This is an optimization exercise on Yosys and OpenROAD, whose aim is small area, not a production implementation. In this exercise RTL edits were held to simulation tests only and were not proved equivalent to the original. Power is estimated from default activity; no workload was simulated.

job 6831:
## stop_watch
module stop_watch
(
input   rst,clk,
input   key0,		 
input   key1,		 
input   [3:0] enc,	 
output  buzz,
output  [7:0] seg_d,seg_com
);
Size: about 380 cells after synthesis, about 74 flip-flops, ~25 I/O pins.
clock: 10.0 ns
lec_check: 0
cap_margin: 20
core_margin: 2
core_utilization: 65
slew_margin: 20
standard.sh (not shown) runs the stock make flow with config.mk's settings and CLKGATE_MAP_FILE= SYNTH_SCRIPT=/design/flow/synth_recipe.tcl, a recipe that flattens the netlist after the stock synthesis.
==> flow/flow/run.sh <==
#!/bin/bash
# Layout flow: the standard flow, with port buffers of the smallest buffer
# and a clock tree of small buffers without dummy loads.
# Tool output goes to standard.log.
bash standard.sh \
  BUFFER_PORTS_ARGS="-buffer_cell sky130_fd_sc_hd__buf_1" \
  CTS_ARGS="-sink_clustering_enable -repair_clock_nets -dont_use_dummy_load -buf_list sky130_fd_sc_hd__clkbuf_4" \
  finish > standard.log 2>&1
The final layout from job 6831, which completed every stage, passed the timing, DRC and antenna checks at the end of the flow.
[inputs] job 9651 vs job 6831
- CTS_CLUSTER_DIAMETER: unset -> 500
- CORE_UTILIZATION: 65 -> 40
- CTS_CLUSTER_SIZE: unset -> 100
==> flow/run.sh (new file) <==
#!/bin/bash
# synth_recipe.tcl (not shown) runs the flow's synth.tcl, then flattens the netlist and writes it again
# the make line also repeats each setting of config.mk as NAME=value (left out here)
make -C /OpenROAD-flow-scripts/flow DESIGN_CONFIG=/design/flow/config.mk WORK_HOME=/design/flow/orfs CLKGATE_MAP_FILE= SYNTH_SCRIPT=/design/flow/synth_recipe.tcl finish
removed: flow/flow/run.sh
removed: flow/standard.sh
[summary]
Job 9651 against job 6831; power is up by more than a quarter. Taking job 6831 as the reference, in job 9651 minimum setup slack after placement lost 0.16 ns; final routed wirelength across all metal layers picked up an extra 1.0%. Job 6831 and job 9651 ended up with nearly the same vias after detailed routing.
[inputs] job 8072 vs job 9651
- putting ABC_CLOCK_PERIOD_IN_PS at 10000 where nothing was set
- putting ABC_AREA at 1 where nothing was set
- clearing CTS_CLUSTER_SIZE, which used to be 100
- clearing CTS_CLUSTER_DIAMETER, which used to be 500
==> summary.txt <==
Lower vias per cell goes to job 8072 over job 9651. Setup slack of the critical path after layout delta (job 8072 − job 9651): favourable. Higher minimum period implied by the final worst setup slack was reported by job 9651, not job 8072. Between job 8072 and job 9651, it is job 8072 whose number of nets in the finished design is higher, by 24%.
Relative to job 8072, the following input files were edited for job 1706:
- a deleted ABC_AREA that had been 1
- a deleted ABC_CLOCK_PERIOD_IN_PS that had been 10000
==> flow/flow/run.sh (new file) <==
#!/bin/bash
# Layout flow: the standard flow, with port buffers of the smallest buffer
# and a clock tree without dummy loads. Tool output goes to standard.log.
bash standard.sh \
  BUFFER_PORTS_ARGS="-buffer_cell sky130_fd_sc_hd__buf_1" \
  CTS_ARGS="-sink_clustering_enable -repair_clock_nets -dont_use_dummy_load -buf_list sky130_fd_sc_hd__clkbuf_16 -sink_clustering_size 100 -sink_clustering_max_diameter 500" \
  finish > standard.log 2>&1
==> flow/standard.sh (new file) <==
#!/bin/bash
# synth_recipe.tcl (not shown) runs the flow's synth.tcl, then flattens the netlist and writes it again
# the make line also repeats each setting of config.mk as NAME=value (left out here)
make -C /OpenROAD-flow-scripts/flow DESIGN_CONFIG=/design/flow/config.mk WORK_HOME=/design/flow/orfs CLKGATE_MAP_FILE= SYNTH_SCRIPT=/design/flow/synth_recipe.tcl "${@:-finish}"
removed: flow/run.sh
- [compare] base=job 8072 new=job 1706: power increased by about 5% relative to the old numbers, fraction of the mapped netlist area in adder cells has increased, flip-flop and latch share of the layout cell area climbed 3.3 points, wire length now smaller, portion of the clock cycle consumed by the worst path in the final layout now sits at about the same level.

* * *

The RTL this note starts from:
==> flow/design.v <==
module key_ctl
(
input   rst,clk,
input   tick,		 
input   upd,		 
input   key0,		 
input   key1,		 
output  reg buzz,
output  reg en_d,clr_d	 
);
reg cnt_en, cnt_clr;
reg k0p0,k0p1;
reg [4:0] k0cnt;
reg k1p0,k1p1;
reg [4:0] k1cnt;
reg [5:0] bzcnt;	 
wire k0hit = k0cnt[4] & k0cnt[1] & k0cnt[0];	 
wire k1hit = k1cnt[4] & k1cnt[1] & k1cnt[0];
wire k0sat = k0cnt[4] & k0cnt[2];				 
wire k1sat = k1cnt[4] & k1cnt[2];
always@(negedge rst, posedge clk)
if (rst == 0)
    begin
        k0p0 <= 0;
        k0p1 <= 0;
        k0cnt <= 20;
        cnt_en <= 0;
    end
else if (tick)
    begin
        k0p0 <= ~key0;
        k0p1 <= k0p0;
        if (k0p0 != k0p1)
            k0cnt <= 0;
        else if (!k0sat)
            k0cnt <= k0cnt + 1;
        if (k0hit & k0p0)
            cnt_en <= ~cnt_en;
    end
always@(negedge rst, posedge clk)
if (rst == 0)
    begin
        k1p0 <= 0;
        k1p1 <= 0;
        k1cnt <= 20;
        cnt_clr <= 0;
    end
else if (tick)
    begin
        k1p0 <= ~key1;
        k1p1 <= k1p0;
        if (k1p0 != k1p1)
            k1cnt <= 0;
        else if (!k1sat)
            k1cnt <= k1cnt + 1;
        if (k1hit)
            cnt_clr <= k1p0;
    end
always@(negedge rst, posedge clk)
if (rst == 0)
    begin
        buzz <= 0;
        bzcnt <= 32;
    end
else if (tick)
    begin
        if ((k1hit & k1p0) | (k0hit & k0p0))
            bzcnt <= 0;
        else if (!bzcnt[5])
            bzcnt <= bzcnt + 1;
        buzz <= ~bzcnt[5];
    end
always@(negedge rst, posedge clk)
if (rst == 0)
    begin
        en_d <= 0;
        clr_d <= 0;
    end
else if (upd)
    begin
        en_d <= cnt_en;
        clr_d <= cnt_clr;
    end
endmodule
module counters
(
input   rst,clk,
input   upd,
input   cnt_en,cnt_clr,
output  [31:0] bcd8d
);
function [3:0] inc10;
input [3:0] q;
    inc10 = {(q[3] & ~q[0]) | (q[2] & q[1] & q[0]),
             q[2] ^ (q[1] & q[0]),
             q[1] ^ (q[0] & ~q[3]),
             ~q[0]};
endfunction
function [2:0] inc6;
input [2:0] q;
    inc6 = {(q[2] & ~q[0]) | (q[1] & q[0]),
            q[1] ^ (q[0] & ~q[2]),
            ~q[0]};
endfunction
reg n4, n9;			 
reg [3:0] t1, s0, m0, h0, h1;
reg [2:0] s1, m1;
wire c1 = n9;
wire c2 = c1 & t1[3] & t1[0];	 
wire c3 = c2 & s0[3] & s0[0];
wire c4 = c3 & s1[2] & s1[0];	 
wire c5 = c4 & m0[3] & m0[0];
wire c6 = c5 & m1[2] & m1[0];
wire c7 = c6 & h0[3] & h0[0];
always@(negedge rst, posedge clk)
if (rst == 0)
    begin
        n4 <= 0; n9 <= 0;
        t1 <= 0; s0 <= 0; s1 <= 0; m0 <= 0; m1 <= 0; h0 <= 0; h1 <= 0;
    end
else if (upd)
    begin
        if (cnt_en)
            begin
                n4 <= ~n4;
                n9 <= n4;
                if (c1) t1 <= inc10(t1);
                if (c2) s0 <= inc10(s0);
                if (c3) s1 <= inc6(s1);
                if (c4) m0 <= inc10(m0);
                if (c5) m1 <= inc6(m1);
                if (c6) h0 <= inc10(h0);
                if (c7) h1 <= inc10(h1);
            end
        else if (cnt_clr)
            begin
                n4 <= 0; n9 <= 0;
                t1 <= 0; s0 <= 0; s1 <= 0; m0 <= 0; m1 <= 0; h0 <= 0; h1 <= 0;
            end
    end
wire [3:0] t0 = {n9, n4, 1'b0, n9};
assign bcd8d = {h1, h0, 1'b0, m1, m0, 1'b0, s1, s0, t1, t0};
endmodule
module seg_ctl
(
input   rst,clk,
input   upd,
input   ph12,
input   [31:0] bcd8d,
output  [7:0] seg_d,seg_com
);
reg  [12:0] lf;
reg  [2:0]  dsel;
reg  run;		 
wire alive = run | ph12;
always@(negedge rst, posedge clk)
if (rst == 0)
    run <= 0;
else if (upd)
    run <= 1;
wire z12 = (lf[11:0] == 0);
wire fb  = lf[12] ^ lf[4] ^ lf[1] ^ lf[0] ^ z12;
wire wrap = z12 & ~lf[12] & run;
always@(negedge rst, posedge clk)
if (rst == 0)
    lf <= 13'h0800;
else
    lf <= {lf[11:0], fb};
wire [2:0] csel = dsel + wrap;
always@(negedge rst, posedge clk)
if (rst == 0)
    dsel <= 0;
else
    dsel <= csel;
reg [3:0] sdh;
always @*
    case (dsel)
    3'd0    : sdh = bcd8d[03:00];
    3'd1    : sdh = bcd8d[07:04];
    3'd2    : sdh = bcd8d[11:08];
    3'd3    : sdh = bcd8d[15:12];
    3'd4    : sdh = bcd8d[19:16];
    3'd5    : sdh = bcd8d[23:20];
    3'd6    : sdh = bcd8d[27:24];
    default : sdh = bcd8d[31:28];
    endcase
wire dot = ~dsel[0] & (dsel[1] | dsel[2]);
wire [3:0] d = sdh;
wire [6:0] segd;
assign segd[0] = d[3] | d[1] | ~(d[2] ^ d[0]);
assign segd[1] = ~d[2] | ~(d[1] ^ d[0]);
assign segd[2] = d[2] | ~d[1] | d[0];
assign segd[3] = d[3] | (~d[2] & ~d[0]) | (~d[2] & d[1]) | (d[1] & ~d[0]) | (d[2] & ~d[1] & d[0]);
assign segd[4] = ~d[0] & (~d[2] | d[1]);
assign segd[5] = d[3] | d[2] | (~d[1] & ~d[0]);
assign segd[6] = d[3] | (d[2] ^ d[1]) | (d[1] & ~d[0]);
assign seg_d   = alive ? {dot, segd} : 8'h00;
assign seg_com = alive ? (8'h01 << csel) : 8'h00;
endmodule
module stop_watch
(
input   rst,clk,
input   key0,		 
input   key1,		 
input   [3:0] enc,	 
output  buzz,
output  [7:0] seg_d,seg_com
);
reg [3:0] ph;
always@(negedge rst, posedge clk)
if (rst == 0)
    ph <= 0;
else if (ph[3] & ph[0])
    ph <= 0;
else
    ph <= ph + 1;
wire tick = ph[2] & ph[1] & ~ph[0];		 
wire upd  = ~ph[2] & ph[1] & ~ph[0];	 
wire ph12 = ~ph[3] & ~ph[2] & (ph[1] ^ ph[0]);	 
wire en_d, clr_d;
key_ctl ukey_ctl
	(
	.rst	(rst	),
	.clk	(clk	),
	.tick	(tick	),
	.upd	(upd	),
	.key0	(key0	),
	.key1	(key1	),
	.buzz	(buzz	),
	.en_d	(en_d	),
	.clr_d	(clr_d	)
	);
wire [31:0] bcd8d;
counters ucounters
	(
	.rst	(rst	),
	.clk	(clk	),
	.upd	(upd	),
	.cnt_en	(en_d	),
	.cnt_clr(clr_d	),
	.bcd8d	(bcd8d	)
	);
seg_ctl useg_ctl
	(
	.rst	(rst	),
	.clk	(clk	),
	.upd	(upd	),
	.ph12	(ph12	),
	.bcd8d	(bcd8d	),
	.seg_d	(seg_d	),
	.seg_com(seg_com)
	);
endmodule
==> flow/config.mk <==
export PLATFORM = sky130hd
export DESIGN_NAME = stop_watch
export DESIGN_NICKNAME = stop_watch
export VERILOG_FILES = /design/flow/design.v
export SDC_FILE = /design/flow/constraint.sdc
export NUM_CORES = 4
export LEC_CHECK = 0
export CAP_MARGIN = 20
export CORE_MARGIN = 2
export CORE_UTILIZATION = 65
export SLEW_MARGIN = 20
==> flow/constraint.sdc <==
create_clock -name core_clock -period 10.0 [get_ports {clk}]
set_input_delay 2.0000 -clock core_clock [delete_from_list [all_inputs] [get_ports {clk}]]
set_output_delay 2.0000 -clock core_clock [all_outputs]
set_load 0.01 [all_outputs]
==> flow/flow/run.sh <==
#!/bin/bash
# Layout flow:
#  1. the standard synthesis (standard.sh synth);
#  2. its combinational logic re-mapped for area by resynth.tcl (yosys/abc);
#     every register keeps its instance name and cell type;
#  3. the standard layout steps, with port buffers of the smallest buffer
#     and a clock tree of small buffers without dummy loads.
# Each tool's output goes to a log file in this folder.
set -eo pipefail
here=$(pwd)
res=$here/orfs/results/$FLOW_PLATFORM/stop_watch/base
bash standard.sh synth > synth.log 2>&1
cp $res/1_2_yosys.v $here/std_synth.v
LIB=$FLOW_HOME/platforms/sky130hd/lib/sky130_fd_sc_hd__tt_025C_1v80.lib \
DONT_USE_FILE=$here/flow/dont_use.txt ABC_SCRIPT=$here/flow/area.abc \
IN_V=$here/std_synth.v OUT_V=$here/resynth.v OUT_STAT=$here/resynth_stat.txt TOP=$FLOW_TOP \
  yosys -c $here/flow/resynth.tcl > resynth.log 2>&1
cp $here/resynth.v $res/1_2_yosys.v
bash standard.sh \
  BUFFER_PORTS_ARGS="-buffer_cell sky130_fd_sc_hd__buf_1" \
  CTS_ARGS="-sink_clustering_enable -repair_clock_nets -dont_use_dummy_load -buf_list sky130_fd_sc_hd__clkbuf_8" \
  finish > standard.log 2>&1
==> flow/flow/area.abc <==
strash
dch
amap
topo
Other scripts of this flow, unchanged in this note and not shown: flow/flow/dont_use.txt, flow/flow/resynth.tcl
The starting point completed without violations.
Rerun with:
--- a/flow/flow/run.sh
+++ b/flow/flow/run.sh
@@ -4 +4 @@
-#  2. its combinational logic re-mapped for area by resynth.tcl (yosys/abc);
+#  2. its combinational logic re-synthesized for area by resynth.tcl (yosys, abc deepsyn);
@@ -21 +21 @@
-  CTS_ARGS="-sink_clustering_enable -repair_clock_nets -dont_use_dummy_load -buf_list sky130_fd_sc_hd__clkbuf_8" \
+  CTS_ARGS="-sink_clustering_enable -repair_clock_nets -dont_use_dummy_load -buf_list sky130_fd_sc_hd__clkbuf_4 -sink_clustering_size 10" \
==> flow/flow/area.abc (replaced) <==
strash
&get -n
&deepsyn -T 30
&dch -f
&nf -R 1000
&put
topo
Effect: Non-clock buffer count drops by 1. Clock-buffer cell count is unchanged. Sequential cell count does not change. Power came out lower by 9.9%. Cell count falls by 19%. Setup slack gains 0.27 ns. Area after synthesis fell by 8.2%. Utilization fell by 1.4 points. Synthesized cell count is lower by 23%. Sequential share of layout area went up by 5.4 points. Design area went down by 9.9%.
Rerun with:
--- a/flow/flow/run.sh
+++ b/flow/flow/run.sh
@@ -4 +4 @@
-#  2. its combinational logic re-synthesized for area by resynth.tcl (yosys, abc deepsyn);
+#  2. its combinational logic re-mapped for area by resynth.tcl (yosys/abc);
==> flow/flow/area.abc (replaced) <==
strash
dch
amap
topo
After rerunning: Via count rose by 22%; worst setup slack gets worse by 0.35 ns; design area increases by 8.5%; worst hold slack improved by 0.039 ns; clock-buffer cell count stays the same.
Rerun with:
--- a/flow/flow/run.sh
+++ b/flow/flow/run.sh
@@ -4 +4 @@
-#  2. its combinational logic re-mapped for area by resynth.tcl (yosys/abc);
+#  2. its combinational logic re-synthesized for area by resynth.tcl (yosys, abc deepsyn);
@@ -21 +21 @@
-  CTS_ARGS="-sink_clustering_enable -repair_clock_nets -dont_use_dummy_load -buf_list sky130_fd_sc_hd__clkbuf_4 -sink_clustering_size 10" \
+  CTS_ARGS="-sink_clustering_enable -repair_clock_nets -dont_use_dummy_load -buf_list sky130_fd_sc_hd__clkbuf_4 -sink_clustering_size 8 -sink_clustering_max_diameter 40" \
==> flow/flow/area.abc (replaced) <==
strash
&get -n
&deepsyn -T 30
&dch -f
&nf -R 1000
&put
topo
After rerunning: The changed run finished clean. First-iteration DRC count fell by 24%. Core utilization increases by 0.19 points. Setup slack gains 0.35 ns. Cell area is lower by 7.9%. Global-route usage is lower by 3.4 points. Clock-buffer cell count is unchanged. Clock skew rose by 0.0040 ns. Combinational power went down by about 8%. Wire length falls by 15%.

[what the ideal ports hide]
How much do the figures lean on ideal ports? The routed layouts below were timed once more, with nothing changed but the port constraints. Step 1, drivers: a clkbuf_16 drives clk and a buf_2 each remaining input, both assumed. Step 2 moves the port delays by t, midway between the first and last clock arrival at a register: inputs arrive t later, outputs are due t later. That takes back most of the time a late clock gives input paths. a / b / c = ideal ports / drivers / drivers and shift; a / b = the first two.
| run | shift t [ns] | setup slack, ns | worst register clock-pin slew, ns |
|---|---|---|---|
| job 6831 | 0.425 | 4.769 / 4.742 / 5.168 | 0.12 / 0.12 |
| job 9651 | 0.389 | 4.650 / 4.620 / 5.009 | 0.10 / 0.10 |
| job 8072 | 0.387 | 5.031 / 4.999 / 5.385 | 0.08 / 0.08 |
| job 1706 | 0.361 | 5.023 / 4.987 / 5.348 | 0.06 / 0.06 |
| the first run of note 2 | 0.383 | 4.790 / 4.760 / 5.143 | 0.08 / 0.08 |
| the second run of note 2 | 0.429 | 5.060 / 5.034 / 5.463 | 0.12 / 0.12 |
| the third run of note 2 | 0.431 | 4.713 / 4.686 / 5.117 | 0.12 / 0.12 |
| the fourth run of note 2 | 0.429 | 5.060 / 5.034 / 5.463 | 0.12 / 0.12 |
After both steps setup and hold are still met in every run listed.
